Context: an optimization exercise on an open-source flow, tuned for small area and a short achievable clock period. The choices shown serve that exercise and are no tape-out recipe.
At most, simulation tests tie the RTL to the original design; equivalence was not proved.
The RTL of run 1 was laid out without a check of its function.
Power figures rest on the tool's default switching activity, not on a simulated workload.

## flow/design.v (module list and top-level ports; edited modules follow where they fit)
// module pe: 49 lines
// module mac_0_16: 273 lines
// module mac_16_17: 315 lines
// module mac_17_17: 316 lines
// module mac_17_18: 328 lines
// module mac_0_16f: 305 lines
// module csa_fa: 4 lines
// module csa_ha: 4 lines
// module skew_buffer: 25 lines
// module systolic_array: 33 lines
// module matrix_accelerator: 30 lines
module matrix_accelerator(
    input  wire        clk,
    input  wire        rst,
    input  wire        load_weight,
    input  wire [31:0] activation_in,
    output wire [95:0] result_out
);
  // ...
==> flow/run.sh <==
#!/bin/bash
# synth_recipe.tcl (not shown) runs the flow's synth.tcl, then flattens the netlist and writes it again
# the make line also repeats each setting of config.mk as NAME=value (left out here)
make -C /OpenROAD-flow-scripts/flow DESIGN_CONFIG=/design/flow/config.mk WORK_HOME=/design/flow/orfs CLKGATE_MAP_FILE= SYNTH_SCRIPT=/design/flow/synth_recipe.tcl finish
==> flow/config.mk <==
export PLATFORM = sky130hd
export DESIGN_NAME = matrix_accelerator
export DESIGN_NICKNAME = matrix_accelerator
export VERILOG_FILES = /design/flow/design.v
export SDC_FILE = /design/flow/constraint.sdc
export NUM_CORES = 4
export LEC_CHECK = 0
export CAP_MARGIN = 20
export CORE_MARGIN = 2
export CORE_UTILIZATION = 40
export SETUP_SLACK_MARGIN = 3.5
export SLEW_MARGIN = 20
export SYNTH_HIERARCHICAL = 1
export SYNTH_MINIMUM_KEEP_SIZE = 0
==> flow/constraint.sdc <==
create_clock -name core_clock -period 8.0 [get_ports {clk}]
set_input_delay 1.6000 -clock core_clock [delete_from_list [all_inputs] [get_ports {clk}]]
set_output_delay 1.6000 -clock core_clock [all_outputs]
set_load 0.01 [all_outputs]
==> results.py, run 1 <==
metrics = {
    "clock_tree": {
        "clk_path_buf_depth": 3,
        "cts_buffers": 66,
        "cts_tree": "yes",
        "cts.sinks": 545,
        "cts_root_buf": "clkbuf_16",
    },
    "setup_path": {
        "r2r_end": "array_core.ROW[2].c2.out_e[16]",
        "required_ns": 8.56,
        "path_delay_family": "adder cells",
        "path_class": "in -> reg",
        "worst-path-stages": 13,
        "rrSetupSlack_ns": 3.53,
    },
    "finish": {
        "finish.instance_area_um2": 53870,
        "num-clock-buffers": 87,
        "largest_register_ffs": 72,
        "area_growth_pct": 12.48,
        "multi_input_area_share_pct": 63.24,
        "drive_above_1_share_pct": 7.916,
        "seq_share_pct": 24.02,
    },
    "power": {
        "p_int_mw": 12.14,
        "ir_drop_mv": 0.2047,
        "p_switching_mw": 9.576,
        "power_clock_mw": 3.13,
        "finalPower_mw": 21.71,
        "swShare_pct": 44.10,
        "powerDensity_nw_per_um2": 403.1,
    },
    "logic_synthesis": {
        "ys_warn_count": 17,
        "syn_inst": 4175,
        "syn_area_per_cell_um2": 11.47,
        "synth_area_um2": 47890,
    },
    "floorplanning": {
        "pin_count": 131,
        "coreArea_um2": 118400,
    },
    "drt": {
        "routedWlPerCell_um": 17.66,
    },
    "timing": {
        "drv_slew": 0,
        "hold_viol_final": 0,
        "hold_ws_ns": 0.3464,
        "post-route-min-period_ns": 4.487,
        "fmax_ghz": 0.2229,
    },
    "place": {
        "gp_congestion": 0.8392,
        "portBuffers": 130,
        "postPlaceCellArea_um2": 50890,
    },
    "run_status": {
        "status": "no timing/DRC/antenna violations",
    },
    "grt": {
        "grt_pass1_wl_um": 179400,
        "grt_max_degree": 98,
        "grt.overflow.total": 0,
    },
    "flow_run": {
        "cap_violations": 0,
    },
}
==> module pe, before the edit <==
module pe #(
    parameter WI = 0,       
    parameter WO = 16,      
    parameter SOUTH = 1,    
    parameter FAST = 0      
) (
    input  wire                 clk,
    input  wire                 rst,
    input  wire                 load_weight,
    input  wire                 hold,        
    input  wire [7:0]           in_n,
    input  wire [7:0]           in_m,        
    input  wire [(WI>0?WI:1)-1:0] in_w,
    output wire [7:0]           out_s,
    output reg  [WO-1:0]        out_e
);
    reg  [7:0]    weight_reg;
    wire [WO-1:0] d;         
    generate
        if (WI == 0) begin : C0
            if (FAST)
                mac_0_16f mac (.a(in_m), .b(weight_reg), .hold(hold), .rst(rst), .d(d));
            else
                mac_0_16 mac (.a(in_m), .b(weight_reg), .hold(hold), .rst(rst), .d(d));
        end else begin : CJ
            if (WI == 16)
                mac_16_17 mac (.a(in_m), .b(weight_reg), .e(in_w), .hold(hold), .rst(rst), .d(d));
            else if (WO == 17)
                mac_17_17 mac (.a(in_m), .b(weight_reg), .e(in_w), .hold(hold), .rst(rst), .d(d));
            else
                mac_17_18 mac (.a(in_m), .b(weight_reg), .e(in_w), .hold(hold), .rst(rst), .d(d));
        end
    endgenerate
    generate
        if (SOUTH) begin : S
            reg [7:0] q;
            always @(posedge clk or posedge rst)
                if (rst) q <= 8'd0;
                else     q <= in_n;
            assign out_s = q;
        end else begin : NS
            assign out_s = 8'd0;
        end
    endgenerate
    always @(posedge clk)
        if (load_weight) weight_reg <= in_n;
    always @(posedge clk)
        out_e <= d;
endmodule
==> module mac_0_16, before the edit <==
module mac_0_16 (
    input  wire [7:0] a,
    input  wire [7:0] b,
    input  wire hold,
    input  wire rst,
    output wire [15:0] d
);
    wire t0 = a[0] & b[0];
    wire t1 = a[0] & b[1];
    wire t2 = a[0] & b[2];
    wire t3 = a[0] & b[3];
    wire t4 = a[0] & b[4];
    wire t5 = a[0] & b[5];
    wire t6 = a[0] & b[6];
    wire t7 = ~(a[0] & b[7]);
    wire t8 = a[1] & b[0];
    wire t9 = a[1] & b[1];
    wire t10 = a[1] & b[2];
    wire t11 = a[1] & b[3];
    wire t12 = a[1] & b[4];
    wire t13 = a[1] & b[5];
    wire t14 = a[1] & b[6];
    wire t15 = ~(a[1] & b[7]);
    wire t16 = a[2] & b[0];
    wire t17 = a[2] & b[1];
    wire t18 = a[2] & b[2];
    wire t19 = a[2] & b[3];
    wire t20 = a[2] & b[4];
    wire t21 = a[2] & b[5];
    wire t22 = a[2] & b[6];
    wire t23 = ~(a[2] & b[7]);
    wire t24 = a[3] & b[0];
    wire t25 = a[3] & b[1];
    wire t26 = a[3] & b[2];
    wire t27 = a[3] & b[3];
    wire t28 = a[3] & b[4];
    wire t29 = a[3] & b[5];
    wire t30 = a[3] & b[6];
    wire t31 = ~(a[3] & b[7]);
    wire t32 = a[4] & b[0];
    wire t33 = a[4] & b[1];
    wire t34 = a[4] & b[2];
    wire t35 = a[4] & b[3];
    wire t36 = a[4] & b[4];
    wire t37 = a[4] & b[5];
    wire t38 = a[4] & b[6];
    wire t39 = ~(a[4] & b[7]);
    wire t40 = a[5] & b[0];
    wire t41 = a[5] & b[1];
    wire t42 = a[5] & b[2];
    wire t43 = a[5] & b[3];
    wire t44 = a[5] & b[4];
    wire t45 = a[5] & b[5];
    wire t46 = a[5] & b[6];
    wire t47 = ~(a[5] & b[7]);
    wire t48 = a[6] & b[0];
    wire t49 = a[6] & b[1];
    wire t50 = a[6] & b[2];
    wire t51 = a[6] & b[3];
    wire t52 = a[6] & b[4];
    wire t53 = a[6] & b[5];
    wire t54 = a[6] & b[6];
    wire t55 = ~(a[6] & b[7]);
    wire t56 = ~(a[7] & b[0]);
    wire t57 = ~(a[7] & b[1]);
    wire t58 = ~(a[7] & b[2]);
    wire t59 = ~(a[7] & b[3]);
    wire t60 = ~(a[7] & b[4]);
    wire t61 = ~(a[7] & b[5]);
    wire t62 = ~(a[7] & b[6]);
    wire t63 = a[7] & b[7];
    wire t64, t65;
    csa_ha ut64 (.a(t2), .b(t9), .s(t64), .co(t65));
    wire t66, t67;
    csa_fa ut66 (.a(t3), .b(t10), .c(t17), .s(t66), .co(t67));
    wire t68, t69;
    csa_ha ut68 (.a(t24), .b(t65), .s(t68), .co(t69));
    wire t70, t71;
    csa_fa ut70 (.a(t4), .b(t11), .c(t18), .s(t70), .co(t71));
    wire t72, t73;
    csa_fa ut72 (.a(t25), .b(t32), .c(t67), .s(t72), .co(t73));
    wire t74, t75;
    csa_ha ut74 (.a(t69), .b(t70), .s(t74), .co(t75));
    wire t76, t77;
    csa_fa ut76 (.a(t5), .b(t12), .c(t19), .s(t76), .co(t77));
    wire t78, t79;
    csa_fa ut78 (.a(t26), .b(t33), .c(t40), .s(t78), .co(t79));
    wire t80, t81;
    csa_fa ut80 (.a(t71), .b(t76), .c(t78), .s(t80), .co(t81));
    wire t82, t83;
    csa_ha ut82 (.a(t75), .b(t73), .s(t82), .co(t83));
    wire t84, t85;
    csa_fa ut84 (.a(t6), .b(t13), .c(t20), .s(t84), .co(t85));
    wire t86, t87;
    csa_fa ut86 (.a(t27), .b(t34), .c(t41), .s(t86), .co(t87));
    wire t88, t89;
    csa_fa ut88 (.a(t48), .b(t77), .c(t79), .s(t88), .co(t89));
    wire t90, t91;
    csa_fa ut90 (.a(t84), .b(t86), .c(t81), .s(t90), .co(t91));
    wire t92, t93;
    csa_ha ut92 (.a(t88), .b(t83), .s(t92), .co(t93));
    wire t94, t95;
    csa_fa ut94 (.a(t7), .b(t14), .c(t21), .s(t94), .co(t95));
    wire t96, t97;
    csa_fa ut96 (.a(t28), .b(t35), .c(t42), .s(t96), .co(t97));
    wire t98, t99;
    csa_fa ut98 (.a(t49), .b(t56), .c(t85), .s(t98), .co(t99));
    wire t100, t101;
    csa_fa ut100 (.a(t87), .b(t94), .c(t96), .s(t100), .co(t101));
    wire t102, t103;
    csa_fa ut102 (.a(t89), .b(t98), .c(t100), .s(t102), .co(t103));
    wire t104, t105;
    csa_ha ut104 (.a(t91), .b(t93), .s(t104), .co(t105));
    wire t106 = ~(t15 ^ t22);
    wire t107 = t15 | t22;
    wire t108, t109;
    csa_fa ut108 (.a(t29), .b(t36), .c(t43), .s(t108), .co(t109));
    wire t110, t111;
    csa_fa ut110 (.a(t50), .b(t57), .c(t95), .s(t110), .co(t111));
    wire t112, t113;
    csa_fa ut112 (.a(t97), .b(t106), .c(t108), .s(t112), .co(t113));
    wire t114, t115;
    csa_fa ut114 (.a(t99), .b(t101), .c(t110), .s(t114), .co(t115));
    wire t116, t117;
    csa_fa ut116 (.a(t112), .b(t103), .c(t114), .s(t116), .co(t117));
    wire t118, t119;
    csa_fa ut118 (.a(t23), .b(t30), .c(t37), .s(t118), .co(t119));
    wire t120, t121;
    csa_fa ut120 (.a(t44), .b(t51), .c(t58), .s(t120), .co(t121));
    wire t122, t123;
    csa_fa ut122 (.a(t107), .b(t109), .c(t118), .s(t122), .co(t123));
    wire t124, t125;
    csa_fa ut124 (.a(t120), .b(t111), .c(t113), .s(t124), .co(t125));
    wire t126, t127;
    csa_fa ut126 (.a(t122), .b(t115), .c(t124), .s(t126), .co(t127));
    wire t128, t129;
    csa_fa ut128 (.a(t31), .b(t38), .c(t45), .s(t128), .co(t129));
    wire t130, t131;
    csa_fa ut130 (.a(t52), .b(t59), .c(t119), .s(t130), .co(t131));
    wire t132, t133;
    csa_fa ut132 (.a(t121), .b(t128), .c(t123), .s(t132), .co(t133));
    wire t134, t135;
    csa_fa ut134 (.a(t130), .b(t125), .c(t132), .s(t134), .co(t135));
    wire t136, t137;
    csa_fa ut136 (.a(t39), .b(t46), .c(t53), .s(t136), .co(t137));
    wire t138, t139;
    csa_fa ut138 (.a(t60), .b(t129), .c(t136), .s(t138), .co(t139));
    wire t140, t141;
    csa_fa ut140 (.a(t131), .b(t138), .c(t133), .s(t140), .co(t141));
    wire t142, t143;
    csa_fa ut142 (.a(t47), .b(t54), .c(t61), .s(t142), .co(t143));
    wire t144, t145;
    csa_fa ut144 (.a(t137), .b(t142), .c(t139), .s(t144), .co(t145));
    wire t146, t147;
    csa_fa ut146 (.a(t55), .b(t62), .c(t143), .s(t146), .co(t147));
    wire t148 = t0 & 1'b0;
    wire t149 = t1 & t8;
    wire t150 = t16 & t64;
    wire t151 = t66 & t68;
    wire t152 = t72 & t74;
    wire t153 = t80 & t82;
    wire t154 = t90 & t92;
    wire t155 = t102 & t104;
    wire t156 = t105 & t116;
    wire t157 = t117 & t126;
    wire t158 = t127 & t134;
    wire t159 = t135 & t140;
    wire t160 = t141 & t144;
    wire t161 = t145 & t146;
    wire t162 = t63 & t147;
    wire t163 = 1'b1 & 1'b0;
    wire t164 = t0 ^ 1'b0;
    wire t165 = t1 ^ t8;
    wire t166 = t16 ^ t64;
    wire t167 = t66 ^ t68;
    wire t168 = t72 ^ t74;
    wire t169 = t80 ^ t82;
    wire t170 = t90 ^ t92;
    wire t171 = t102 ^ t104;
    wire t172 = t105 ^ t116;
    wire t173 = t117 ^ t126;
    wire t174 = t127 ^ t134;
    wire t175 = t135 ^ t140;
    wire t176 = t141 ^ t144;
    wire t177 = t145 ^ t146;
    wire t178 = t63 ^ t147;
    wire t179 = 1'b1 ^ 1'b0;
    wire t180 = t149 | (t165 & t148);
    wire t181 = t150 | (t166 & t180);
    wire t182 = t151 | (t167 & t181);
    wire t183 = t152 | (t168 & t182);
    wire t184 = t153 | (t169 & t183);
    wire t185 = t155 | (t171 & t154);
    wire t186 = t171 & t170;
    wire t187 = t156 | (t172 & t155);
    wire t188 = t172 & t171;
    wire t189 = t157 | (t173 & t156);
    wire t190 = t173 & t172;
    wire t191 = t158 | (t174 & t157);
    wire t192 = t174 & t173;
    wire t193 = t159 | (t175 & t158);
    wire t194 = t175 & t174;
    wire t195 = t160 | (t176 & t159);
    wire t196 = t176 & t175;
    wire t197 = t161 | (t177 & t160);
    wire t198 = t177 & t176;
    wire t199 = t162 | (t178 & t161);
    wire t200 = t178 & t177;
    wire t201 = t163 | (t179 & t162);
    wire t202 = t179 & t178;
    wire t203 = t187 | (t188 & t154);
    wire t204 = t188 & t170;
    wire t205 = t189 | (t190 & t185);
    wire t206 = t190 & t186;
    wire t207 = t191 | (t192 & t187);
    wire t208 = t192 & t188;
    wire t209 = t193 | (t194 & t189);
    wire t210 = t194 & t190;
    wire t211 = t195 | (t196 & t191);
    wire t212 = t196 & t192;
    wire t213 = t197 | (t198 & t193);
    wire t214 = t198 & t194;
    wire t215 = t199 | (t200 & t195);
    wire t216 = t200 & t196;
    wire t217 = t201 | (t202 & t197);
    wire t218 = t202 & t198;
    wire t219 = t207 | (t208 & t154);
    wire t220 = t208 & t170;
    wire t221 = t209 | (t210 & t185);
    wire t222 = t210 & t186;
    wire t223 = t211 | (t212 & t203);
    wire t224 = t212 & t204;
    wire t225 = t213 | (t214 & t205);
    wire t226 = t214 & t206;
    wire t227 = t215 | (t216 & t207);
    wire t228 = t216 & t208;
    wire t229 = t217 | (t218 & t209);
    wire t230 = t218 & t210;
    wire t231 = t227 | (t228 & t154);
    wire t232 = t228 & t170;
    wire t233 = t229 | (t230 & t185);
    wire t234 = t230 & t186;
    wire t235 = t154 | (t170 & t184);
    wire t236 = t185 | (t186 & t184);
    wire t237 = t203 | (t204 & t184);
    wire t238 = t205 | (t206 & t184);
    wire t239 = t219 | (t220 & t184);
    wire t240 = t221 | (t222 & t184);
    wire t241 = t223 | (t224 & t184);
    wire t242 = t225 | (t226 & t184);
    wire t243 = t231 | (t232 & t184);
    wire t244 = t233 | (t234 & t184);
    wire t245 = t165 ^ t148;
    wire t246 = t166 ^ t180;
    wire t247 = t167 ^ t181;
    wire t248 = t168 ^ t182;
    wire t249 = t169 ^ t183;
    wire t250 = t170 ^ t184;
    wire t251 = t171 ^ t235;
    wire t252 = t172 ^ t236;
    wire t253 = t173 ^ t237;
    wire t254 = t174 ^ t238;
    wire t255 = t175 ^ t239;
    wire t256 = t176 ^ t240;
    wire t257 = t177 ^ t241;
    wire t258 = t178 ^ t242;
    wire t259 = t179 ^ t243;
    wire [15:0] ra = {1'b1, t63, t145, t141, t135, t127, t117, t105, t102, t90, t80, t72, t66, t16, t1, t0};
    wire [15:0] rb = {1'b0, t147, t146, t144, t140, t134, t126, t116, t104, t92, t82, t74, t68, t64, t8, 1'b0};
    wire [15:0] y = {t259, t258, t257, t256, t255, t254, t253, t252, t251, t250, t249, t248, t247, t246, t245, t164};
    wire [15:0] e_ext = 16'd0;
    assign d = rst ? 16'd0 : hold ? e_ext : y;
endmodule
==> run 2, diff against run 1 <==
--- a/flow/design.v
+++ b/flow/design.v
@@ -4,4 +4,3 @@
     parameter WO = 16,      
-    parameter SOUTH = 1,    
-    parameter FAST = 0      
+    parameter SOUTH = 1     
 ) (
@@ -21,6 +20,3 @@
         if (WI == 0) begin : C0
-            if (FAST)
-                mac_0_16f mac (.a(in_m), .b(weight_reg), .hold(hold), .rst(rst), .d(d));
-            else
-                mac_0_16 mac (.a(in_m), .b(weight_reg), .hold(hold), .rst(rst), .d(d));
+            mac_0_16 mac (.a(in_m), .b(weight_reg), .hold(hold), .rst(rst), .d(d));
         end else begin : CJ
@@ -57,57 +53,109 @@
 );
-    wire t0 = a[0] & b[0];
-    wire t1 = a[0] & b[1];
-    wire t2 = a[0] & b[2];
-    wire t3 = a[0] & b[3];
-    wire t4 = a[0] & b[4];
-    wire t5 = a[0] & b[5];
-    wire t6 = a[0] & b[6];
+    wire [7:0] an, bn;    
+    inv8 ua (.a(a), .y(an));
+    inv8 ub (.a(b), .y(bn));
+    wire t0;
+    pp_nor ut0 (.a(an[0]), .b(bn[0]), .y(t0));
+    wire t1;
+    pp_nor ut1 (.a(an[0]), .b(bn[1]), .y(t1));
+    wire t2;
+    pp_nor ut2 (.a(an[0]), .b(bn[2]), .y(t2));
+    wire t3;
+    pp_nor ut3 (.a(an[0]), .b(bn[3]), .y(t3));
+    wire t4;
+    pp_nor ut4 (.a(an[0]), .b(bn[4]), .y(t4));
+    wire t5;
+    pp_nor ut5 (.a(an[0]), .b(bn[5]), .y(t5));
+    wire t6;
+    pp_nor ut6 (.a(an[0]), .b(bn[6]), .y(t6));
     wire t7 = ~(a[0] & b[7]);
-    wire t8 = a[1] & b[0];
-    wire t9 = a[1] & b[1];
-    wire t10 = a[1] & b[2];
-    wire t11 = a[1] & b[3];
-    wire t12 = a[1] & b[4];
-    wire t13 = a[1] & b[5];
-    wire t14 = a[1] & b[6];
+    wire t8;
+    pp_nor ut8 (.a(an[1]), .b(bn[0]), .y(t8));
+    wire t9;
+    pp_nor ut9 (.a(an[1]), .b(bn[1]), .y(t9));
+    wire t10;
+    pp_nor ut10 (.a(an[1]), .b(bn[2]), .y(t10));
+    wire t11;
+    pp_nor ut11 (.a(an[1]), .b(bn[3]), .y(t11));
+    wire t12;
+    pp_nor ut12 (.a(an[1]), .b(bn[4]), .y(t12));
+    wire t13;
+    pp_nor ut13 (.a(an[1]), .b(bn[5]), .y(t13));
+    wire t14;
+    pp_nor ut14 (.a(an[1]), .b(bn[6]), .y(t14));
     wire t15 = ~(a[1] & b[7]);
-    wire t16 = a[2] & b[0];
-    wire t17 = a[2] & b[1];
-    wire t18 = a[2] & b[2];
-    wire t19 = a[2] & b[3];
-    wire t20 = a[2] & b[4];
-    wire t21 = a[2] & b[5];
-    wire t22 = a[2] & b[6];
+    wire t16;
+    pp_nor ut16 (.a(an[2]), .b(bn[0]), .y(t16));
+    wire t17;
+    pp_nor ut17 (.a(an[2]), .b(bn[1]), .y(t17));
+    wire t18;
+    pp_nor ut18 (.a(an[2]), .b(bn[2]), .y(t18));
+    wire t19;
+    pp_nor ut19 (.a(an[2]), .b(bn[3]), .y(t19));
+    wire t20;
+    pp_nor ut20 (.a(an[2]), .b(bn[4]), .y(t20));
+    wire t21;
+    pp_nor ut21 (.a(an[2]), .b(bn[5]), .y(t21));
+    wire t22;
+    pp_nor ut22 (.a(an[2]), .b(bn[6]), .y(t22));
     wire t23 = ~(a[2] & b[7]);
-    wire t24 = a[3] & b[0];
-    wire t25 = a[3] & b[1];
-    wire t26 = a[3] & b[2];
-    wire t27 = a[3] & b[3];
-    wire t28 = a[3] & b[4];
-    wire t29 = a[3] & b[5];
-    wire t30 = a[3] & b[6];
+    wire t24;
+    pp_nor ut24 (.a(an[3]), .b(bn[0]), .y(t24));
+    wire t25;
+    pp_nor ut25 (.a(an[3]), .b(bn[1]), .y(t25));
+    wire t26;
+    pp_nor ut26 (.a(an[3]), .b(bn[2]), .y(t26));
+    wire t27;
+    pp_nor ut27 (.a(an[3]), .b(bn[3]), .y(t27));
+    wire t28;
+    pp_nor ut28 (.a(an[3]), .b(bn[4]), .y(t28));
+    wire t29;
+    pp_nor ut29 (.a(an[3]), .b(bn[5]), .y(t29));
+    wire t30;
+    pp_nor ut30 (.a(an[3]), .b(bn[6]), .y(t30));
     wire t31 = ~(a[3] & b[7]);
-    wire t32 = a[4] & b[0];
-    wire t33 = a[4] & b[1];
-    wire t34 = a[4] & b[2];
-    wire t35 = a[4] & b[3];
-    wire t36 = a[4] & b[4];
-    wire t37 = a[4] & b[5];
-    wire t38 = a[4] & b[6];
+    wire t32;
+    pp_nor ut32 (.a(an[4]), .b(bn[0]), .y(t32));
+    wire t33;
+    pp_nor ut33 (.a(an[4]), .b(bn[1]), .y(t33));
+    wire t34;
+    pp_nor ut34 (.a(an[4]), .b(bn[2]), .y(t34));
+    wire t35;
+    pp_nor ut35 (.a(an[4]), .b(bn[3]), .y(t35));
+    wire t36;
+    pp_nor ut36 (.a(an[4]), .b(bn[4]), .y(t36));
+    wire t37;
+    pp_nor ut37 (.a(an[4]), .b(bn[5]), .y(t37));
+    wire t38;
+    pp_nor ut38 (.a(an[4]), .b(bn[6]), .y(t38));
     wire t39 = ~(a[4] & b[7]);
-    wire t40 = a[5] & b[0];
-    wire t41 = a[5] & b[1];
-    wire t42 = a[5] & b[2];
-    wire t43 = a[5] & b[3];
-    wire t44 = a[5] & b[4];
-    wire t45 = a[5] & b[5];
-    wire t46 = a[5] & b[6];
+    wire t40;
+    pp_nor ut40 (.a(an[5]), .b(bn[0]), .y(t40));
+    wire t41;
+    pp_nor ut41 (.a(an[5]), .b(bn[1]), .y(t41));
+    wire t42;
+    pp_nor ut42 (.a(an[5]), .b(bn[2]), .y(t42));
+    wire t43;
+    pp_nor ut43 (.a(an[5]), .b(bn[3]), .y(t43));
+    wire t44;
+    pp_nor ut44 (.a(an[5]), .b(bn[4]), .y(t44));
+    wire t45;
+    pp_nor ut45 (.a(an[5]), .b(bn[5]), .y(t45));
+    wire t46;
+    pp_nor ut46 (.a(an[5]), .b(bn[6]), .y(t46));
     wire t47 = ~(a[5] & b[7]);
-    wire t48 = a[6] & b[0];
-    wire t49 = a[6] & b[1];
-    wire t50 = a[6] & b[2];
-    wire t51 = a[6] & b[3];
-    wire t52 = a[6] & b[4];
-    wire t53 = a[6] & b[5];
-    wire t54 = a[6] & b[6];
+    wire t48;
+    pp_nor ut48 (.a(an[6]), .b(bn[0]), .y(t48));
+    wire t49;
+    pp_nor ut49 (.a(an[6]), .b(bn[1]), .y(t49));
+    wire t50;
+    pp_nor ut50 (.a(an[6]), .b(bn[2]), .y(t50));
+    wire t51;
+    pp_nor ut51 (.a(an[6]), .b(bn[3]), .y(t51));
+    wire t52;
+    pp_nor ut52 (.a(an[6]), .b(bn[4]), .y(t52));
+    wire t53;
+    pp_nor ut53 (.a(an[6]), .b(bn[5]), .y(t53));
+    wire t54;
+    pp_nor ut54 (.a(an[6]), .b(bn[6]), .y(t54));
     wire t55 = ~(a[6] & b[7]);
@@ -120,3 +168,4 @@
     wire t62 = ~(a[7] & b[6]);
-    wire t63 = a[7] & b[7];
+    wire t63;
+    pp_nor ut63 (.a(an[7]), .b(bn[7]), .y(t63));
     wire t64, t65;
@@ -331,57 +380,109 @@
 );
-    wire t0 = a[0] & b[0];
-    wire t1 = a[0] & b[1];
-    wire t2 = a[0] & b[2];
-    wire t3 = a[0] & b[3];
-    wire t4 = a[0] & b[4];
-    wire t5 = a[0] & b[5];
-    wire t6 = a[0] & b[6];
+    wire [7:0] an, bn;    
+    inv8 ua (.a(a), .y(an));
+    inv8 ub (.a(b), .y(bn));
+    wire t0;
+    pp_nor ut0 (.a(an[0]), .b(bn[0]), .y(t0));
+    wire t1;
+    pp_nor ut1 (.a(an[0]), .b(bn[1]), .y(t1));
+    wire t2;
+    pp_nor ut2 (.a(an[0]), .b(bn[2]), .y(t2));
+    wire t3;
+    pp_nor ut3 (.a(an[0]), .b(bn[3]), .y(t3));
+    wire t4;
+    pp_nor ut4 (.a(an[0]), .b(bn[4]), .y(t4));
+    wire t5;
+    pp_nor ut5 (.a(an[0]), .b(bn[5]), .y(t5));
+    wire t6;
+    pp_nor ut6 (.a(an[0]), .b(bn[6]), .y(t6));
     wire t7 = ~(a[0] & b[7]);
-    wire t8 = a[1] & b[0];
-    wire t9 = a[1] & b[1];
-    wire t10 = a[1] & b[2];
-    wire t11 = a[1] & b[3];
-    wire t12 = a[1] & b[4];
-    wire t13 = a[1] & b[5];
-    wire t14 = a[1] & b[6];
+    wire t8;
+    pp_nor ut8 (.a(an[1]), .b(bn[0]), .y(t8));
+    wire t9;
+    pp_nor ut9 (.a(an[1]), .b(bn[1]), .y(t9));
+    wire t10;
+    pp_nor ut10 (.a(an[1]), .b(bn[2]), .y(t10));
+    wire t11;
+    pp_nor ut11 (.a(an[1]), .b(bn[3]), .y(t11));
+    wire t12;
+    pp_nor ut12 (.a(an[1]), .b(bn[4]), .y(t12));
+    wire t13;
+    pp_nor ut13 (.a(an[1]), .b(bn[5]), .y(t13));
+    wire t14;
+    pp_nor ut14 (.a(an[1]), .b(bn[6]), .y(t14));
     wire t15 = ~(a[1] & b[7]);
-    wire t16 = a[2] & b[0];
-    wire t17 = a[2] & b[1];
-    wire t18 = a[2] & b[2];
-    wire t19 = a[2] & b[3];
-    wire t20 = a[2] & b[4];
-    wire t21 = a[2] & b[5];
-    wire t22 = a[2] & b[6];
+    wire t16;
+    pp_nor ut16 (.a(an[2]), .b(bn[0]), .y(t16));
+    wire t17;
+    pp_nor ut17 (.a(an[2]), .b(bn[1]), .y(t17));
+    wire t18;
+    pp_nor ut18 (.a(an[2]), .b(bn[2]), .y(t18));
+    wire t19;
+    pp_nor ut19 (.a(an[2]), .b(bn[3]), .y(t19));
+    wire t20;
+    pp_nor ut20 (.a(an[2]), .b(bn[4]), .y(t20));
+    wire t21;
+    pp_nor ut21 (.a(an[2]), .b(bn[5]), .y(t21));
+    wire t22;
+    pp_nor ut22 (.a(an[2]), .b(bn[6]), .y(t22));
     wire t23 = ~(a[2] & b[7]);
-    wire t24 = a[3] & b[0];
-    wire t25 = a[3] & b[1];
-    wire t26 = a[3] & b[2];
-    wire t27 = a[3] & b[3];
-    wire t28 = a[3] & b[4];
-    wire t29 = a[3] & b[5];
-    wire t30 = a[3] & b[6];
+    wire t24;
+    pp_nor ut24 (.a(an[3]), .b(bn[0]), .y(t24));
+    wire t25;
+    pp_nor ut25 (.a(an[3]), .b(bn[1]), .y(t25));
+    wire t26;
+    pp_nor ut26 (.a(an[3]), .b(bn[2]), .y(t26));
+    wire t27;
+    pp_nor ut27 (.a(an[3]), .b(bn[3]), .y(t27));
+    wire t28;
+    pp_nor ut28 (.a(an[3]), .b(bn[4]), .y(t28));
+    wire t29;
+    pp_nor ut29 (.a(an[3]), .b(bn[5]), .y(t29));
+    wire t30;
+    pp_nor ut30 (.a(an[3]), .b(bn[6]), .y(t30));
     wire t31 = ~(a[3] & b[7]);
-    wire t32 = a[4] & b[0];
-    wire t33 = a[4] & b[1];
-    wire t34 = a[4] & b[2];
-    wire t35 = a[4] & b[3];
-    wire t36 = a[4] & b[4];
-    wire t37 = a[4] & b[5];
-    wire t38 = a[4] & b[6];
+    wire t32;
+    pp_nor ut32 (.a(an[4]), .b(bn[0]), .y(t32));
+    wire t33;
+    pp_nor ut33 (.a(an[4]), .b(bn[1]), .y(t33));
+    wire t34;
+    pp_nor ut34 (.a(an[4]), .b(bn[2]), .y(t34));
+    wire t35;
+    pp_nor ut35 (.a(an[4]), .b(bn[3]), .y(t35));
+    wire t36;
+    pp_nor ut36 (.a(an[4]), .b(bn[4]), .y(t36));
+    wire t37;
+    pp_nor ut37 (.a(an[4]), .b(bn[5]), .y(t37));
+    wire t38;
+    pp_nor ut38 (.a(an[4]), .b(bn[6]), .y(t38));
     wire t39 = ~(a[4] & b[7]);
-    wire t40 = a[5] & b[0];
-    wire t41 = a[5] & b[1];
-    wire t42 = a[5] & b[2];
-    wire t43 = a[5] & b[3];
-    wire t44 = a[5] & b[4];
-    wire t45 = a[5] & b[5];
-    wire t46 = a[5] & b[6];
+    wire t40;
+    pp_nor ut40 (.a(an[5]), .b(bn[0]), .y(t40));
+    wire t41;
+    pp_nor ut41 (.a(an[5]), .b(bn[1]), .y(t41));
+    wire t42;
+    pp_nor ut42 (.a(an[5]), .b(bn[2]), .y(t42));
+    wire t43;
+    pp_nor ut43 (.a(an[5]), .b(bn[3]), .y(t43));
+    wire t44;
+    pp_nor ut44 (.a(an[5]), .b(bn[4]), .y(t44));
+    wire t45;
+    pp_nor ut45 (.a(an[5]), .b(bn[5]), .y(t45));
+    wire t46;
+    pp_nor ut46 (.a(an[5]), .b(bn[6]), .y(t46));
     wire t47 = ~(a[5] & b[7]);
-    wire t48 = a[6] & b[0];
-    wire t49 = a[6] & b[1];
-    wire t50 = a[6] & b[2];
-    wire t51 = a[6] & b[3];
-    wire t52 = a[6] & b[4];
-    wire t53 = a[6] & b[5];
-    wire t54 = a[6] & b[6];
+    wire t48;
+    pp_nor ut48 (.a(an[6]), .b(bn[0]), .y(t48));
+    wire t49;
+    pp_nor ut49 (.a(an[6]), .b(bn[1]), .y(t49));
+    wire t50;
+    pp_nor ut50 (.a(an[6]), .b(bn[2]), .y(t50));
+    wire t51;
+    pp_nor ut51 (.a(an[6]), .b(bn[3]), .y(t51));
+    wire t52;
+    pp_nor ut52 (.a(an[6]), .b(bn[4]), .y(t52));
+    wire t53;
+    pp_nor ut53 (.a(an[6]), .b(bn[5]), .y(t53));
+    wire t54;
+    pp_nor ut54 (.a(an[6]), .b(bn[6]), .y(t54));
     wire t55 = ~(a[6] & b[7]);
@@ -394,3 +495,4 @@
     wire t62 = ~(a[7] & b[6]);
-    wire t63 = a[7] & b[7];
+    wire t63;
+    pp_nor ut63 (.a(an[7]), .b(bn[7]), .y(t63));
     wire t64 = ~e[15];
@@ -646,57 +748,109 @@
 );
-    wire t0 = a[0] & b[0];
-    wire t1 = a[0] & b[1];
-    wire t2 = a[0] & b[2];
-    wire t3 = a[0] & b[3];
-    wire t4 = a[0] & b[4];
-    wire t5 = a[0] & b[5];
-    wire t6 = a[0] & b[6];
+    wire [7:0] an, bn;    
+    inv8 ua (.a(a), .y(an));
+    inv8 ub (.a(b), .y(bn));
+    wire t0;
+    pp_nor ut0 (.a(an[0]), .b(bn[0]), .y(t0));
+    wire t1;
+    pp_nor ut1 (.a(an[0]), .b(bn[1]), .y(t1));
+    wire t2;
+    pp_nor ut2 (.a(an[0]), .b(bn[2]), .y(t2));
+    wire t3;
+    pp_nor ut3 (.a(an[0]), .b(bn[3]), .y(t3));
+    wire t4;
+    pp_nor ut4 (.a(an[0]), .b(bn[4]), .y(t4));
+    wire t5;
+    pp_nor ut5 (.a(an[0]), .b(bn[5]), .y(t5));
+    wire t6;
+    pp_nor ut6 (.a(an[0]), .b(bn[6]), .y(t6));
     wire t7 = ~(a[0] & b[7]);
-    wire t8 = a[1] & b[0];
-    wire t9 = a[1] & b[1];
-    wire t10 = a[1] & b[2];
-    wire t11 = a[1] & b[3];
-    wire t12 = a[1] & b[4];
-    wire t13 = a[1] & b[5];
-    wire t14 = a[1] & b[6];
+    wire t8;
+    pp_nor ut8 (.a(an[1]), .b(bn[0]), .y(t8));
+    wire t9;
+    pp_nor ut9 (.a(an[1]), .b(bn[1]), .y(t9));
+    wire t10;
+    pp_nor ut10 (.a(an[1]), .b(bn[2]), .y(t10));
+    wire t11;
+    pp_nor ut11 (.a(an[1]), .b(bn[3]), .y(t11));
+    wire t12;
+    pp_nor ut12 (.a(an[1]), .b(bn[4]), .y(t12));
+    wire t13;
+    pp_nor ut13 (.a(an[1]), .b(bn[5]), .y(t13));
+    wire t14;
+    pp_nor ut14 (.a(an[1]), .b(bn[6]), .y(t14));
     wire t15 = ~(a[1] & b[7]);
-    wire t16 = a[2] & b[0];
-    wire t17 = a[2] & b[1];
-    wire t18 = a[2] & b[2];
-    wire t19 = a[2] & b[3];
-    wire t20 = a[2] & b[4];
-    wire t21 = a[2] & b[5];
-    wire t22 = a[2] & b[6];
+    wire t16;
+    pp_nor ut16 (.a(an[2]), .b(bn[0]), .y(t16));
+    wire t17;
+    pp_nor ut17 (.a(an[2]), .b(bn[1]), .y(t17));
+    wire t18;
+    pp_nor ut18 (.a(an[2]), .b(bn[2]), .y(t18));
+    wire t19;
+    pp_nor ut19 (.a(an[2]), .b(bn[3]), .y(t19));
+    wire t20;
+    pp_nor ut20 (.a(an[2]), .b(bn[4]), .y(t20));
+    wire t21;
+    pp_nor ut21 (.a(an[2]), .b(bn[5]), .y(t21));
+    wire t22;
+    pp_nor ut22 (.a(an[2]), .b(bn[6]), .y(t22));
     wire t23 = ~(a[2] & b[7]);
-    wire t24 = a[3] & b[0];
-    wire t25 = a[3] & b[1];
-    wire t26 = a[3] & b[2];
-    wire t27 = a[3] & b[3];
-    wire t28 = a[3] & b[4];
-    wire t29 = a[3] & b[5];
-    wire t30 = a[3] & b[6];
+    wire t24;
+    pp_nor ut24 (.a(an[3]), .b(bn[0]), .y(t24));
+    wire t25;
+    pp_nor ut25 (.a(an[3]), .b(bn[1]), .y(t25));
+    wire t26;
+    pp_nor ut26 (.a(an[3]), .b(bn[2]), .y(t26));
+    wire t27;
+    pp_nor ut27 (.a(an[3]), .b(bn[3]), .y(t27));
+    wire t28;
+    pp_nor ut28 (.a(an[3]), .b(bn[4]), .y(t28));
+    wire t29;
+    pp_nor ut29 (.a(an[3]), .b(bn[5]), .y(t29));
+    wire t30;
+    pp_nor ut30 (.a(an[3]), .b(bn[6]), .y(t30));
     wire t31 = ~(a[3] & b[7]);
-    wire t32 = a[4] & b[0];
-    wire t33 = a[4] & b[1];
-    wire t34 = a[4] & b[2];
-    wire t35 = a[4] & b[3];
-    wire t36 = a[4] & b[4];
-    wire t37 = a[4] & b[5];
-    wire t38 = a[4] & b[6];
+    wire t32;
+    pp_nor ut32 (.a(an[4]), .b(bn[0]), .y(t32));
+    wire t33;
+    pp_nor ut33 (.a(an[4]), .b(bn[1]), .y(t33));
+    wire t34;
+    pp_nor ut34 (.a(an[4]), .b(bn[2]), .y(t34));
+    wire t35;
+    pp_nor ut35 (.a(an[4]), .b(bn[3]), .y(t35));
+    wire t36;
+    pp_nor ut36 (.a(an[4]), .b(bn[4]), .y(t36));
+    wire t37;
+    pp_nor ut37 (.a(an[4]), .b(bn[5]), .y(t37));
+    wire t38;
+    pp_nor ut38 (.a(an[4]), .b(bn[6]), .y(t38));
     wire t39 = ~(a[4] & b[7]);
-    wire t40 = a[5] & b[0];
-    wire t41 = a[5] & b[1];
-    wire t42 = a[5] & b[2];
-    wire t43 = a[5] & b[3];
-    wire t44 = a[5] & b[4];
-    wire t45 = a[5] & b[5];
-    wire t46 = a[5] & b[6];
+    wire t40;
+    pp_nor ut40 (.a(an[5]), .b(bn[0]), .y(t40));
+    wire t41;
+    pp_nor ut41 (.a(an[5]), .b(bn[1]), .y(t41));
+    wire t42;
+    pp_nor ut42 (.a(an[5]), .b(bn[2]), .y(t42));
+    wire t43;
+    pp_nor ut43 (.a(an[5]), .b(bn[3]), .y(t43));
+    wire t44;
+    pp_nor ut44 (.a(an[5]), .b(bn[4]), .y(t44));
+    wire t45;
+    pp_nor ut45 (.a(an[5]), .b(bn[5]), .y(t45));
+    wire t46;
+    pp_nor ut46 (.a(an[5]), .b(bn[6]), .y(t46));
     wire t47 = ~(a[5] & b[7]);
-    wire t48 = a[6] & b[0];
-    wire t49 = a[6] & b[1];
-    wire t50 = a[6] & b[2];
-    wire t51 = a[6] & b[3];
-    wire t52 = a[6] & b[4];
-    wire t53 = a[6] & b[5];
-    wire t54 = a[6] & b[6];
+    wire t48;
+    pp_nor ut48 (.a(an[6]), .b(bn[0]), .y(t48));
+    wire t49;
+    pp_nor ut49 (.a(an[6]), .b(bn[1]), .y(t49));
+    wire t50;
+    pp_nor ut50 (.a(an[6]), .b(bn[2]), .y(t50));
+    wire t51;
+    pp_nor ut51 (.a(an[6]), .b(bn[3]), .y(t51));
+    wire t52;
+    pp_nor ut52 (.a(an[6]), .b(bn[4]), .y(t52));
+    wire t53;
+    pp_nor ut53 (.a(an[6]), .b(bn[5]), .y(t53));
+    wire t54;
+    pp_nor ut54 (.a(an[6]), .b(bn[6]), .y(t54));
     wire t55 = ~(a[6] & b[7]);
@@ -709,3 +863,4 @@
     wire t62 = ~(a[7] & b[6]);
-    wire t63 = a[7] & b[7];
+    wire t63;
+    pp_nor ut63 (.a(an[7]), .b(bn[7]), .y(t63));
     wire t64 = ~e[16];
@@ -962,57 +1117,109 @@
 );
-    wire t0 = a[0] & b[0];
-    wire t1 = a[0] & b[1];
-    wire t2 = a[0] & b[2];
-    wire t3 = a[0] & b[3];
-    wire t4 = a[0] & b[4];
-    wire t5 = a[0] & b[5];
-    wire t6 = a[0] & b[6];
+    wire [7:0] an, bn;    
+    inv8 ua (.a(a), .y(an));
+    inv8 ub (.a(b), .y(bn));
+    wire t0;
+    pp_nor ut0 (.a(an[0]), .b(bn[0]), .y(t0));
+    wire t1;
+    pp_nor ut1 (.a(an[0]), .b(bn[1]), .y(t1));
+    wire t2;
+    pp_nor ut2 (.a(an[0]), .b(bn[2]), .y(t2));
+    wire t3;
+    pp_nor ut3 (.a(an[0]), .b(bn[3]), .y(t3));
+    wire t4;
+    pp_nor ut4 (.a(an[0]), .b(bn[4]), .y(t4));
+    wire t5;
+    pp_nor ut5 (.a(an[0]), .b(bn[5]), .y(t5));
+    wire t6;
+    pp_nor ut6 (.a(an[0]), .b(bn[6]), .y(t6));
     wire t7 = ~(a[0] & b[7]);
-    wire t8 = a[1] & b[0];
-    wire t9 = a[1] & b[1];
-    wire t10 = a[1] & b[2];
-    wire t11 = a[1] & b[3];
-    wire t12 = a[1] & b[4];
-    wire t13 = a[1] & b[5];
-    wire t14 = a[1] & b[6];
+    wire t8;
+    pp_nor ut8 (.a(an[1]), .b(bn[0]), .y(t8));
+    wire t9;
+    pp_nor ut9 (.a(an[1]), .b(bn[1]), .y(t9));
+    wire t10;
+    pp_nor ut10 (.a(an[1]), .b(bn[2]), .y(t10));
+    wire t11;
+    pp_nor ut11 (.a(an[1]), .b(bn[3]), .y(t11));
+    wire t12;
+    pp_nor ut12 (.a(an[1]), .b(bn[4]), .y(t12));
+    wire t13;
+    pp_nor ut13 (.a(an[1]), .b(bn[5]), .y(t13));
+    wire t14;
+    pp_nor ut14 (.a(an[1]), .b(bn[6]), .y(t14));
     wire t15 = ~(a[1] & b[7]);
-    wire t16 = a[2] & b[0];
-    wire t17 = a[2] & b[1];
-    wire t18 = a[2] & b[2];
-    wire t19 = a[2] & b[3];
-    wire t20 = a[2] & b[4];
-    wire t21 = a[2] & b[5];
-    wire t22 = a[2] & b[6];
+    wire t16;
+    pp_nor ut16 (.a(an[2]), .b(bn[0]), .y(t16));
+    wire t17;
+    pp_nor ut17 (.a(an[2]), .b(bn[1]), .y(t17));
+    wire t18;
+    pp_nor ut18 (.a(an[2]), .b(bn[2]), .y(t18));
+    wire t19;
+    pp_nor ut19 (.a(an[2]), .b(bn[3]), .y(t19));
+    wire t20;
+    pp_nor ut20 (.a(an[2]), .b(bn[4]), .y(t20));
+    wire t21;
+    pp_nor ut21 (.a(an[2]), .b(bn[5]), .y(t21));
+    wire t22;
+    pp_nor ut22 (.a(an[2]), .b(bn[6]), .y(t22));
     wire t23 = ~(a[2] & b[7]);
-    wire t24 = a[3] & b[0];
-    wire t25 = a[3] & b[1];
-    wire t26 = a[3] & b[2];
-    wire t27 = a[3] & b[3];
-    wire t28 = a[3] & b[4];
-    wire t29 = a[3] & b[5];
-    wire t30 = a[3] & b[6];
+    wire t24;
+    pp_nor ut24 (.a(an[3]), .b(bn[0]), .y(t24));
+    wire t25;
+    pp_nor ut25 (.a(an[3]), .b(bn[1]), .y(t25));
+    wire t26;
+    pp_nor ut26 (.a(an[3]), .b(bn[2]), .y(t26));
+    wire t27;
+    pp_nor ut27 (.a(an[3]), .b(bn[3]), .y(t27));
+    wire t28;
+    pp_nor ut28 (.a(an[3]), .b(bn[4]), .y(t28));
+    wire t29;
+    pp_nor ut29 (.a(an[3]), .b(bn[5]), .y(t29));
+    wire t30;
+    pp_nor ut30 (.a(an[3]), .b(bn[6]), .y(t30));
     wire t31 = ~(a[3] & b[7]);
-    wire t32 = a[4] & b[0];
-    wire t33 = a[4] & b[1];
-    wire t34 = a[4] & b[2];
-    wire t35 = a[4] & b[3];
-    wire t36 = a[4] & b[4];
-    wire t37 = a[4] & b[5];
-    wire t38 = a[4] & b[6];
+    wire t32;
+    pp_nor ut32 (.a(an[4]), .b(bn[0]), .y(t32));
+    wire t33;
+    pp_nor ut33 (.a(an[4]), .b(bn[1]), .y(t33));
+    wire t34;
+    pp_nor ut34 (.a(an[4]), .b(bn[2]), .y(t34));
+    wire t35;
+    pp_nor ut35 (.a(an[4]), .b(bn[3]), .y(t35));
+    wire t36;
+    pp_nor ut36 (.a(an[4]), .b(bn[4]), .y(t36));
+    wire t37;
+    pp_nor ut37 (.a(an[4]), .b(bn[5]), .y(t37));
+    wire t38;
+    pp_nor ut38 (.a(an[4]), .b(bn[6]), .y(t38));
     wire t39 = ~(a[4] & b[7]);
-    wire t40 = a[5] & b[0];
-    wire t41 = a[5] & b[1];
-    wire t42 = a[5] & b[2];
-    wire t43 = a[5] & b[3];
-    wire t44 = a[5] & b[4];
-    wire t45 = a[5] & b[5];
-    wire t46 = a[5] & b[6];
+    wire t40;
+    pp_nor ut40 (.a(an[5]), .b(bn[0]), .y(t40));
+    wire t41;
+    pp_nor ut41 (.a(an[5]), .b(bn[1]), .y(t41));
+    wire t42;
+    pp_nor ut42 (.a(an[5]), .b(bn[2]), .y(t42));
+    wire t43;
+    pp_nor ut43 (.a(an[5]), .b(bn[3]), .y(t43));
+    wire t44;
+    pp_nor ut44 (.a(an[5]), .b(bn[4]), .y(t44));
+    wire t45;
+    pp_nor ut45 (.a(an[5]), .b(bn[5]), .y(t45));
+    wire t46;
+    pp_nor ut46 (.a(an[5]), .b(bn[6]), .y(t46));
     wire t47 = ~(a[5] & b[7]);
-    wire t48 = a[6] & b[0];
-    wire t49 = a[6] & b[1];
-    wire t50 = a[6] & b[2];
-    wire t51 = a[6] & b[3];
-    wire t52 = a[6] & b[4];
-    wire t53 = a[6] & b[5];
-    wire t54 = a[6] & b[6];
+    wire t48;
+    pp_nor ut48 (.a(an[6]), .b(bn[0]), .y(t48));
+    wire t49;
+    pp_nor ut49 (.a(an[6]), .b(bn[1]), .y(t49));
+    wire t50;
+    pp_nor ut50 (.a(an[6]), .b(bn[2]), .y(t50));
+    wire t51;
+    pp_nor ut51 (.a(an[6]), .b(bn[3]), .y(t51));
+    wire t52;
+    pp_nor ut52 (.a(an[6]), .b(bn[4]), .y(t52));
+    wire t53;
+    pp_nor ut53 (.a(an[6]), .b(bn[5]), .y(t53));
+    wire t54;
+    pp_nor ut54 (.a(an[6]), .b(bn[6]), .y(t54));
     wire t55 = ~(a[6] & b[7]);
@@ -1025,3 +1232,4 @@
     wire t62 = ~(a[7] & b[6]);
-    wire t63 = a[7] & b[7];
+    wire t63;
+    pp_nor ut63 (.a(an[7]), .b(bn[7]), .y(t63));
     wire t64 = ~e[16];
@@ -1282,307 +1490,2 @@
 endmodule
-module mac_0_16f (
-    input  wire [7:0] a,
-    input  wire [7:0] b,
-    input  wire hold,
-    input  wire rst,
-    output wire [15:0] d
-);
-    wire t0 = a[0] & b[0];
-    wire t1 = a[0] & b[1];
-    wire t2 = a[0] & b[2];
-    wire t3 = a[0] & b[3];
-    wire t4 = a[0] & b[4];
-    wire t5 = a[0] & b[5];
-    wire t6 = a[0] & b[6];
-    wire t7 = ~(a[0] & b[7]);
-    wire t8 = a[1] & b[0];
-    wire t9 = a[1] & b[1];
-    wire t10 = a[1] & b[2];
-    wire t11 = a[1] & b[3];
-    wire t12 = a[1] & b[4];
-    wire t13 = a[1] & b[5];
-    wire t14 = a[1] & b[6];
-    wire t15 = ~(a[1] & b[7]);
-    wire t16 = a[2] & b[0];
-    wire t17 = a[2] & b[1];
-    wire t18 = a[2] & b[2];
-    wire t19 = a[2] & b[3];
-    wire t20 = a[2] & b[4];
-    wire t21 = a[2] & b[5];
-    wire t22 = a[2] & b[6];
-    wire t23 = ~(a[2] & b[7]);
-    wire t24 = a[3] & b[0];
-    wire t25 = a[3] & b[1];
-    wire t26 = a[3] & b[2];
-    wire t27 = a[3] & b[3];
-    wire t28 = a[3] & b[4];
-    wire t29 = a[3] & b[5];
-    wire t30 = a[3] & b[6];
-    wire t31 = ~(a[3] & b[7]);
-    wire t32 = a[4] & b[0];
-    wire t33 = a[4] & b[1];
-    wire t34 = a[4] & b[2];
-    wire t35 = a[4] & b[3];
-    wire t36 = a[4] & b[4];
-    wire t37 = a[4] & b[5];
-    wire t38 = a[4] & b[6];
-    wire t39 = ~(a[4] & b[7]);
-    wire t40 = a[5] & b[0];
-    wire t41 = a[5] & b[1];
-    wire t42 = a[5] & b[2];
-    wire t43 = a[5] & b[3];
-    wire t44 = a[5] & b[4];
-    wire t45 = a[5] & b[5];
-    wire t46 = a[5] & b[6];
-    wire t47 = ~(a[5] & b[7]);
-    wire t48 = a[6] & b[0];
-    wire t49 = a[6] & b[1];
-    wire t50 = a[6] & b[2];
-    wire t51 = a[6] & b[3];
-    wire t52 = a[6] & b[4];
-    wire t53 = a[6] & b[5];
-    wire t54 = a[6] & b[6];
-    wire t55 = ~(a[6] & b[7]);
-    wire t56 = ~(a[7] & b[0]);
-    wire t57 = ~(a[7] & b[1]);
-    wire t58 = ~(a[7] & b[2]);
-    wire t59 = ~(a[7] & b[3]);
-    wire t60 = ~(a[7] & b[4]);
-    wire t61 = ~(a[7] & b[5]);
-    wire t62 = ~(a[7] & b[6]);
-    wire t63 = a[7] & b[7];
-    wire t64, t65;
-    csa_ha ut64 (.a(t2), .b(t9), .s(t64), .co(t65));
-    wire t66, t67;
-    csa_fa ut66 (.a(t3), .b(t10), .c(t17), .s(t66), .co(t67));
-    wire t68, t69;
-    csa_ha ut68 (.a(t24), .b(t65), .s(t68), .co(t69));
-    wire t70, t71;
-    csa_fa ut70 (.a(t4), .b(t11), .c(t18), .s(t70), .co(t71));
-    wire t72, t73;
-    csa_fa ut72 (.a(t25), .b(t32), .c(t67), .s(t72), .co(t73));
-    wire t74, t75;
-    csa_ha ut74 (.a(t69), .b(t70), .s(t74), .co(t75));
-    wire t76, t77;
-    csa_fa ut76 (.a(t5), .b(t12), .c(t19), .s(t76), .co(t77));
-    wire t78, t79;
-    csa_fa ut78 (.a(t26), .b(t33), .c(t40), .s(t78), .co(t79));
-    wire t80, t81;
-    csa_fa ut80 (.a(t71), .b(t76), .c(t78), .s(t80), .co(t81));
-    wire t82, t83;
-    csa_ha ut82 (.a(t75), .b(t73), .s(t82), .co(t83));
-    wire t84, t85;
-    csa_fa ut84 (.a(t6), .b(t13), .c(t20), .s(t84), .co(t85));
-    wire t86, t87;
-    csa_fa ut86 (.a(t27), .b(t34), .c(t41), .s(t86), .co(t87));
-    wire t88, t89;
-    csa_fa ut88 (.a(t48), .b(t77), .c(t79), .s(t88), .co(t89));
-    wire t90, t91;
-    csa_fa ut90 (.a(t84), .b(t86), .c(t81), .s(t90), .co(t91));
-    wire t92, t93;
-    csa_ha ut92 (.a(t88), .b(t83), .s(t92), .co(t93));
-    wire t94, t95;
-    csa_fa ut94 (.a(t7), .b(t14), .c(t21), .s(t94), .co(t95));
-    wire t96, t97;
-    csa_fa ut96 (.a(t28), .b(t35), .c(t42), .s(t96), .co(t97));
-    wire t98, t99;
-    csa_fa ut98 (.a(t49), .b(t56), .c(t85), .s(t98), .co(t99));
-    wire t100, t101;
-    csa_fa ut100 (.a(t87), .b(t94), .c(t96), .s(t100), .co(t101));
-    wire t102, t103;
-    csa_fa ut102 (.a(t89), .b(t98), .c(t100), .s(t102), .co(t103));
-    wire t104, t105;
-    csa_ha ut104 (.a(t91), .b(t93), .s(t104), .co(t105));
-    wire t106 = ~(t15 ^ t22);
-    wire t107 = t15 | t22;
-    wire t108, t109;
-    csa_fa ut108 (.a(t29), .b(t36), .c(t43), .s(t108), .co(t109));
-    wire t110, t111;
-    csa_fa ut110 (.a(t50), .b(t57), .c(t95), .s(t110), .co(t111));
-    wire t112, t113;
-    csa_fa ut112 (.a(t97), .b(t106), .c(t108), .s(t112), .co(t113));
-    wire t114, t115;
-    csa_fa ut114 (.a(t99), .b(t101), .c(t110), .s(t114), .co(t115));
-    wire t116, t117;
-    csa_fa ut116 (.a(t112), .b(t103), .c(t114), .s(t116), .co(t117));
-    wire t118, t119;
-    csa_fa ut118 (.a(t23), .b(t30), .c(t37), .s(t118), .co(t119));
-    wire t120, t121;
-    csa_fa ut120 (.a(t44), .b(t51), .c(t58), .s(t120), .co(t121));
-    wire t122, t123;
-    csa_fa ut122 (.a(t107), .b(t109), .c(t118), .s(t122), .co(t123));
-    wire t124, t125;
-    csa_fa ut124 (.a(t120), .b(t111), .c(t113), .s(t124), .co(t125));
-    wire t126, t127;
-    csa_fa ut126 (.a(t122), .b(t115), .c(t124), .s(t126), .co(t127));
-    wire t128, t129;
-    csa_fa ut128 (.a(t31), .b(t38), .c(t45), .s(t128), .co(t129));
-    wire t130, t131;
-    csa_fa ut130 (.a(t52), .b(t59), .c(t119), .s(t130), .co(t131));
-    wire t132, t133;
-    csa_fa ut132 (.a(t121), .b(t128), .c(t123), .s(t132), .co(t133));
-    wire t134, t135;
-    csa_fa ut134 (.a(t130), .b(t125), .c(t132), .s(t134), .co(t135));
-    wire t136, t137;
-    csa_fa ut136 (.a(t39), .b(t46), .c(t53), .s(t136), .co(t137));
-    wire t138, t139;
-    csa_fa ut138 (.a(t60), .b(t129), .c(t136), .s(t138), .co(t139));
-    wire t140, t141;
-    csa_fa ut140 (.a(t131), .b(t138), .c(t133), .s(t140), .co(t141));
-    wire t142, t143;
-    csa_fa ut142 (.a(t47), .b(t54), .c(t61), .s(t142), .co(t143));
-    wire t144, t145;
-    csa_fa ut144 (.a(t137), .b(t142), .c(t139), .s(t144), .co(t145));
-    wire t146, t147;
-    csa_fa ut146 (.a(t55), .b(t62), .c(t143), .s(t146), .co(t147));
-    wire t148 = t0 & 1'b0;
-    wire t149 = t1 & t8;
-    wire t150 = t16 & t64;
-    wire t151 = t66 & t68;
-    wire t152 = t72 & t74;
-    wire t153 = t80 & t82;
-    wire t154 = t90 & t92;
-    wire t155 = t102 & t104;
-    wire t156 = t105 & t116;
-    wire t157 = t117 & t126;
-    wire t158 = t127 & t134;
-    wire t159 = t135 & t140;
-    wire t160 = t141 & t144;
-    wire t161 = t145 & t146;
-    wire t162 = t63 & t147;
-    wire t163 = 1'b1 & 1'b0;
-    wire t164 = t0 ^ 1'b0;
-    wire t165 = t1 ^ t8;
-    wire t166 = t16 ^ t64;
-    wire t167 = t66 ^ t68;
-    wire t168 = t72 ^ t74;
-    wire t169 = t80 ^ t82;
-    wire t170 = t90 ^ t92;
-    wire t171 = t102 ^ t104;
-    wire t172 = t105 ^ t116;
-    wire t173 = t117 ^ t126;
-    wire t174 = t127 ^ t134;
-    wire t175 = t135 ^ t140;
-    wire t176 = t141 ^ t144;
-    wire t177 = t145 ^ t146;
-    wire t178 = t63 ^ t147;
-    wire t179 = 1'b1 ^ 1'b0;
-    wire t180 = t149 | (t165 & t148);
-    wire t181 = t151 | (t167 & t150);
-    wire t182 = t167 & t166;
-    wire t183 = t152 | (t168 & t151);
-    wire t184 = t168 & t167;
-    wire t185 = t153 | (t169 & t152);
-    wire t186 = t169 & t168;
-    wire t187 = t154 | (t170 & t153);
-    wire t188 = t170 & t169;
-    wire t189 = t155 | (t171 & t154);
-    wire t190 = t171 & t170;
-    wire t191 = t156 | (t172 & t155);
-    wire t192 = t172 & t171;
-    wire t193 = t157 | (t173 & t156);
-    wire t194 = t173 & t172;
-    wire t195 = t158 | (t174 & t157);
-    wire t196 = t174 & t173;
-    wire t197 = t159 | (t175 & t158);
-    wire t198 = t175 & t174;
-    wire t199 = t160 | (t176 & t159);
-    wire t200 = t176 & t175;
-    wire t201 = t161 | (t177 & t160);
-    wire t202 = t177 & t176;
-    wire t203 = t162 | (t178 & t161);
-    wire t204 = t178 & t177;
-    wire t205 = t163 | (t179 & t162);
-    wire t206 = t179 & t178;
-    wire t207 = t183 | (t184 & t150);
-    wire t208 = t184 & t166;
-    wire t209 = t185 | (t186 & t181);
-    wire t210 = t186 & t182;
-    wire t211 = t187 | (t188 & t183);
-    wire t212 = t188 & t184;
-    wire t213 = t189 | (t190 & t185);
-    wire t214 = t190 & t186;
-    wire t215 = t191 | (t192 & t187);
-    wire t216 = t192 & t188;
-    wire t217 = t193 | (t194 & t189);
-    wire t218 = t194 & t190;
-    wire t219 = t195 | (t196 & t191);
-    wire t220 = t196 & t192;
-    wire t221 = t197 | (t198 & t193);
-    wire t222 = t198 & t194;
-    wire t223 = t199 | (t200 & t195);
-    wire t224 = t200 & t196;
-    wire t225 = t201 | (t202 & t197);
-    wire t226 = t202 & t198;
-    wire t227 = t203 | (t204 & t199);
-    wire t228 = t204 & t200;
-    wire t229 = t205 | (t206 & t201);
-    wire t230 = t206 & t202;
-    wire t231 = t211 | (t212 & t150);
-    wire t232 = t212 & t166;
-    wire t233 = t213 | (t214 & t181);
-    wire t234 = t214 & t182;
-    wire t235 = t215 | (t216 & t207);
-    wire t236 = t216 & t208;
-    wire t237 = t217 | (t218 & t209);
-    wire t238 = t218 & t210;
-    wire t239 = t219 | (t220 & t211);
-    wire t240 = t220 & t212;
-    wire t241 = t221 | (t222 & t213);
-    wire t242 = t222 & t214;
-    wire t243 = t223 | (t224 & t215);
-    wire t244 = t224 & t216;
-    wire t245 = t225 | (t226 & t217);
-    wire t246 = t226 & t218;
-    wire t247 = t227 | (t228 & t219);
-    wire t248 = t228 & t220;
-    wire t249 = t229 | (t230 & t221);
-    wire t250 = t230 & t222;
-    wire t251 = t239 | (t240 & t150);
-    wire t252 = t240 & t166;
-    wire t253 = t241 | (t242 & t181);
-    wire t254 = t242 & t182;
-    wire t255 = t243 | (t244 & t207);
-    wire t256 = t244 & t208;
-    wire t257 = t245 | (t246 & t209);
-    wire t258 = t246 & t210;
-    wire t259 = t247 | (t248 & t231);
-    wire t260 = t248 & t232;
-    wire t261 = t249 | (t250 & t233);
-    wire t262 = t250 & t234;
-    wire t263 = t150 | (t166 & t180);
-    wire t264 = t181 | (t182 & t180);
-    wire t265 = t207 | (t208 & t180);
-    wire t266 = t209 | (t210 & t180);
-    wire t267 = t231 | (t232 & t180);
-    wire t268 = t233 | (t234 & t180);
-    wire t269 = t235 | (t236 & t180);
-    wire t270 = t237 | (t238 & t180);
-    wire t271 = t251 | (t252 & t180);
-    wire t272 = t253 | (t254 & t180);
-    wire t273 = t255 | (t256 & t180);
-    wire t274 = t257 | (t258 & t180);
-    wire t275 = t259 | (t260 & t180);
-    wire t276 = t261 | (t262 & t180);
-    wire t277 = t165 ^ t148;
-    wire t278 = t166 ^ t180;
-    wire t279 = t167 ^ t263;
-    wire t280 = t168 ^ t264;
-    wire t281 = t169 ^ t265;
-    wire t282 = t170 ^ t266;
-    wire t283 = t171 ^ t267;
-    wire t284 = t172 ^ t268;
-    wire t285 = t173 ^ t269;
-    wire t286 = t174 ^ t270;
-    wire t287 = t175 ^ t271;
-    wire t288 = t176 ^ t272;
-    wire t289 = t177 ^ t273;
-    wire t290 = t178 ^ t274;
-    wire t291 = t179 ^ t275;
-    wire [15:0] ra = {1'b1, t63, t145, t141, t135, t127, t117, t105, t102, t90, t80, t72, t66, t16, t1, t0};
-    wire [15:0] rb = {1'b0, t147, t146, t144, t140, t134, t126, t116, t104, t92, t82, t74, t68, t64, t8, 1'b0};
-    wire [15:0] y = {t291, t290, t289, t288, t287, t286, t285, t284, t283, t282, t281, t280, t279, t278, t277, t164};
-    wire [15:0] e_ext = 16'd0;
-    assign d = rst ? 16'd0 : hold ? e_ext : y;
-endmodule
 module csa_fa (input wire a, input wire b, input wire c, output wire s, output wire co);
@@ -1595,2 +1498,8 @@
 endmodule
+module pp_nor (input wire a, input wire b, output wire y);
+    assign y = ~(a | b);
+endmodule
+module inv8 (input wire [7:0] a, output wire [7:0] y);
+    assign y = ~a;
+endmodule
 `timescale 1ns / 1ps
@@ -1647,3 +1556,3 @@
             end
-            pe #(.WI(0),  .WO(16), .SOUTH(i < 3), .FAST(i == 0)) c0 (clk, rst, load_weight, hold, n0, m0, 1'b0, s0, e0);
+            pe #(.WI(0),  .WO(16), .SOUTH(i < 3)) c0 (clk, rst, load_weight, hold, n0, m0, 1'b0, s0, e0);
             pe #(.WI(16), .WO(17), .SOUTH(i < 3)) c1 (clk, rst, load_weight, hold, n1, m1, e0,   s1, e1);
==> flow/flow/run.sh (new file) <==
#!/bin/bash
# The standard layout (standard.sh), with plain buffers on the ports in place
# of the delay cells that buffer_ports picks by default. Every port still gets
# its own buffer. make's full output goes to standard.log in this folder.
set -euo pipefail
export BUFFER_PORTS_ARGS="-buffer_cell sky130_fd_sc_hd__buf_2"
bash standard.sh > standard.log 2>&1
==> flow/standard.sh (new file) <==
#!/bin/bash
# synth_recipe.tcl (not shown) runs the flow's synth.tcl, then flattens the netlist and writes it again
# the make line also repeats each setting of config.mk as NAME=value (left out here)
make -C /OpenROAD-flow-scripts/flow DESIGN_CONFIG=/design/flow/config.mk WORK_HOME=/design/flow/orfs CLKGATE_MAP_FILE= SYNTH_SCRIPT=/design/flow/synth_recipe.tcl "${@:-finish}"
--- a/flow/config.mk
+++ b/flow/config.mk
@@ -10,2 +10,4 @@
 export CORE_UTILIZATION = 40
+export CTS_CLUSTER_DIAMETER = 120
+export CTS_CLUSTER_SIZE = 22
 export SETUP_SLACK_MARGIN = 3.5
removed: flow/run.sh
==> run 2 against run 1 <==
Compared with the run above:
- still clean on timing, DRC and antenna
- count of clock-buffer cells in the layout decreased by 37
- worst setup slack better by 0.12 ns
- synthesized area decreased by 1.5%
- die area decreased by 1.5%
- first-iteration DRC count up 37%
- via count rose by 3.4%
- sequential power shrank 2%
- clock skew decreased by 0.015 ns
- sequential share of layout area is 1.5 points higher
- hold slack gained 0.0060 ns
- clock power decreased by 44%
- sequential cell count unchanged
- critical endpoint is now array_core.ROW[0].c2.out_e[16]
==> results.py, run 2 <==
metrics = {
    "power": {
        "p_switching_mw": 10.02,
        "finalPower_mw": 21.08,
        "ir_drop_mv": 0.2724,
        "powerDensity_nw_per_um2": 415.5,
        "swShare_pct": 47.56,
        "p_int_mw": 11.05,
        "clkPwrFrac_pct": 8.4,
    },
    "setup_path": {
        "required_ns": 8.55,
        "path_class": "reg -> reg",
        "path_delay_family": "adder cells",
    },
    "drt": {
        "dr_total_vias": 31800,
        "totalWireLength_um": 109100,
        "vias_per_cell": 5.177,
        "routedWlPerCell_um": 17.76,
    },
    "clock_tree": {
        "cts_tree": "yes",
        "cts.sinks": 545,
        "clk_path_buf_depth": 3,
        "cts_root_buf": "clkbuf_16",
        "hold_buffers": 0,
        "clock_latency_ns": 0.66,
        "cts_buffers": 31,
    },
    "grt": {
        "grt_pass1_wl_um": 181300,
        "grt.overflow.total": 0,
        "antenna_found_initial": 1,
        "grt_max_degree": 149,
    },
    "timing": {
        "fmax_ghz": 0.2292,
        "hold_viol_final": 0,
        "hold_ws_ns": 0.3524,
        "drv_slew": 0,
        "post-route-min-period_ns": 4.362,
    },
    "finish": {
        "area_growth_pct": 7.489,
        "largest_register_ffs": 72,
        "drive_above_1_share_pct": 8.773,
    },
    "place": {
        "dp_hpwl_um": 87970,
        "portBuffers": 130,
        "gp_congestion": 0.8929,
    },
    "logic_synthesis": {
        "ys_warn_count": 16,
        "synth_area_um2": 47180,
        "syn_area_per_cell_um2": 10.54,
        "syn_inst": 4476,
    },
    "floorplanning": {
        "coreArea_um2": 117500,
        "die-area_um2": 120700,
        "fp.dieH_um": 347.5,
        "initial_utilization_pct": 40.17,
        "pin_count": 131,
        "fp.dieW_um": 347.5,
    },
    "flow_run": {
        "cap_violations": 0,
    },
    "min_path": {
        "hp-class": "reg -> reg",
    },
    "run_status": {
        "status": "no timing/DRC/antenna violations",
    },
}
run 2: cell type report:
cell class	count	area, um2	area share, %
repair buffers	163	942.2	1.858
clock buffers	50	870.8	1.717
flip-flops and latches	545	12920	25.48
diodes	1	2.502	0.004934
inverters	462	1757	3.464
multi-input cells	3378	32220	63.54
clock inverters	7	76.32	0.1505
well taps	1536	1922	3.789
run 2: power by group through the flow:
| stage | logic (mW) | clock network (mW) | registers (mW) |
|---|---|---|---|
| finish | 15.4 | 1.76 | 3.88 |
| CTS | 15.1 | 1.83 | 3.90 |
| global route | 17.6 | 1.92 | 3.95 |
| detailed placement | 15.0 | 0 | 3.96 |
| floorplan | 12.2 | 0 | 3.74 |
| global placement | 14.8 | 0 | 3.96 |
run 2: timing repair:
item                                    4_1_cts  5_1_grt
cloned                                        0        0
pin swaps                                     0        6
endpoints found under the setup margin        4       32
gates resized for setup                       6       68
setup buffers                                 0       26
run 2: per-layer routing:
metal | global-route usage (%) | vias to the layer above | share of wire [%]
met5 | 0 | - | 0
met4 | 3.719 | 0 | 2.3
met3 | 1.966 | 131 | 4.0
met2 | 31.43 | 691 | 48
met1 | 25.83 | 16240 | 46
li1 | - | 14740 | -
run 2: metrics by stage:
step	util [%]	area (um2)	std cells	setup WS (ns)
after floorplan	-	47350	4476	3.218
after global placement	42.08	49420	6058	3.016
after detailed placement	42.08	49420	6058	2.986
after CTS	42.89	50370	6115	3.500
after global routing	43.18	50710	6141	3.458
final	43.18	50720	6142	3.638
run 2: worst paths after layout:
kind / startpoint / endpoint / slack (ns) / cells after the start
worst max-delay path: array_core.ROW[0].c2.weight_reg[1] / array_core.ROW[0].c2.out_e[16] / 3.64 / 13
worst min-delay path: skew_unit.d2_1[1] / skew_unit.d2_2[1] / 0.35 / 0
worst max register to register: array_core.ROW[0].c2.weight_reg[1] / array_core.ROW[0].c2.out_e[16] / 3.64 / 13
worst min register to register: skew_unit.d2_1[1] / skew_unit.d2_2[1] / 0.35 / 0
max in group asynchronous: rst / array_core.ROW[1].c2.S.q[3] / 6.05 / 3
min in group asynchronous: rst / array_core.ROW[0].c3.S.q[2] / 1.17 / 2
run 2: worst register-to-register path, delay by kind of cell (launching register included):
family	cells	cell delay, ns
buffers and inverters	1	0.13
flip-flops	1	0.42
adder cells (fa/ha/maj)	6	2.33
AO/OA/AOI/OAI	3	0.77
multiplexers	1	0.34
AND/OR/NAND/NOR	2	0.25

Setup slack of run 2, layout unchanged: 3.638 ns with ideal ports, 3.638 ns with driving cells assumed (clock clkbuf_16, inputs buf_2), 2.990 ns with port delays also shifted by the 0.725 ns mid clock arrival.
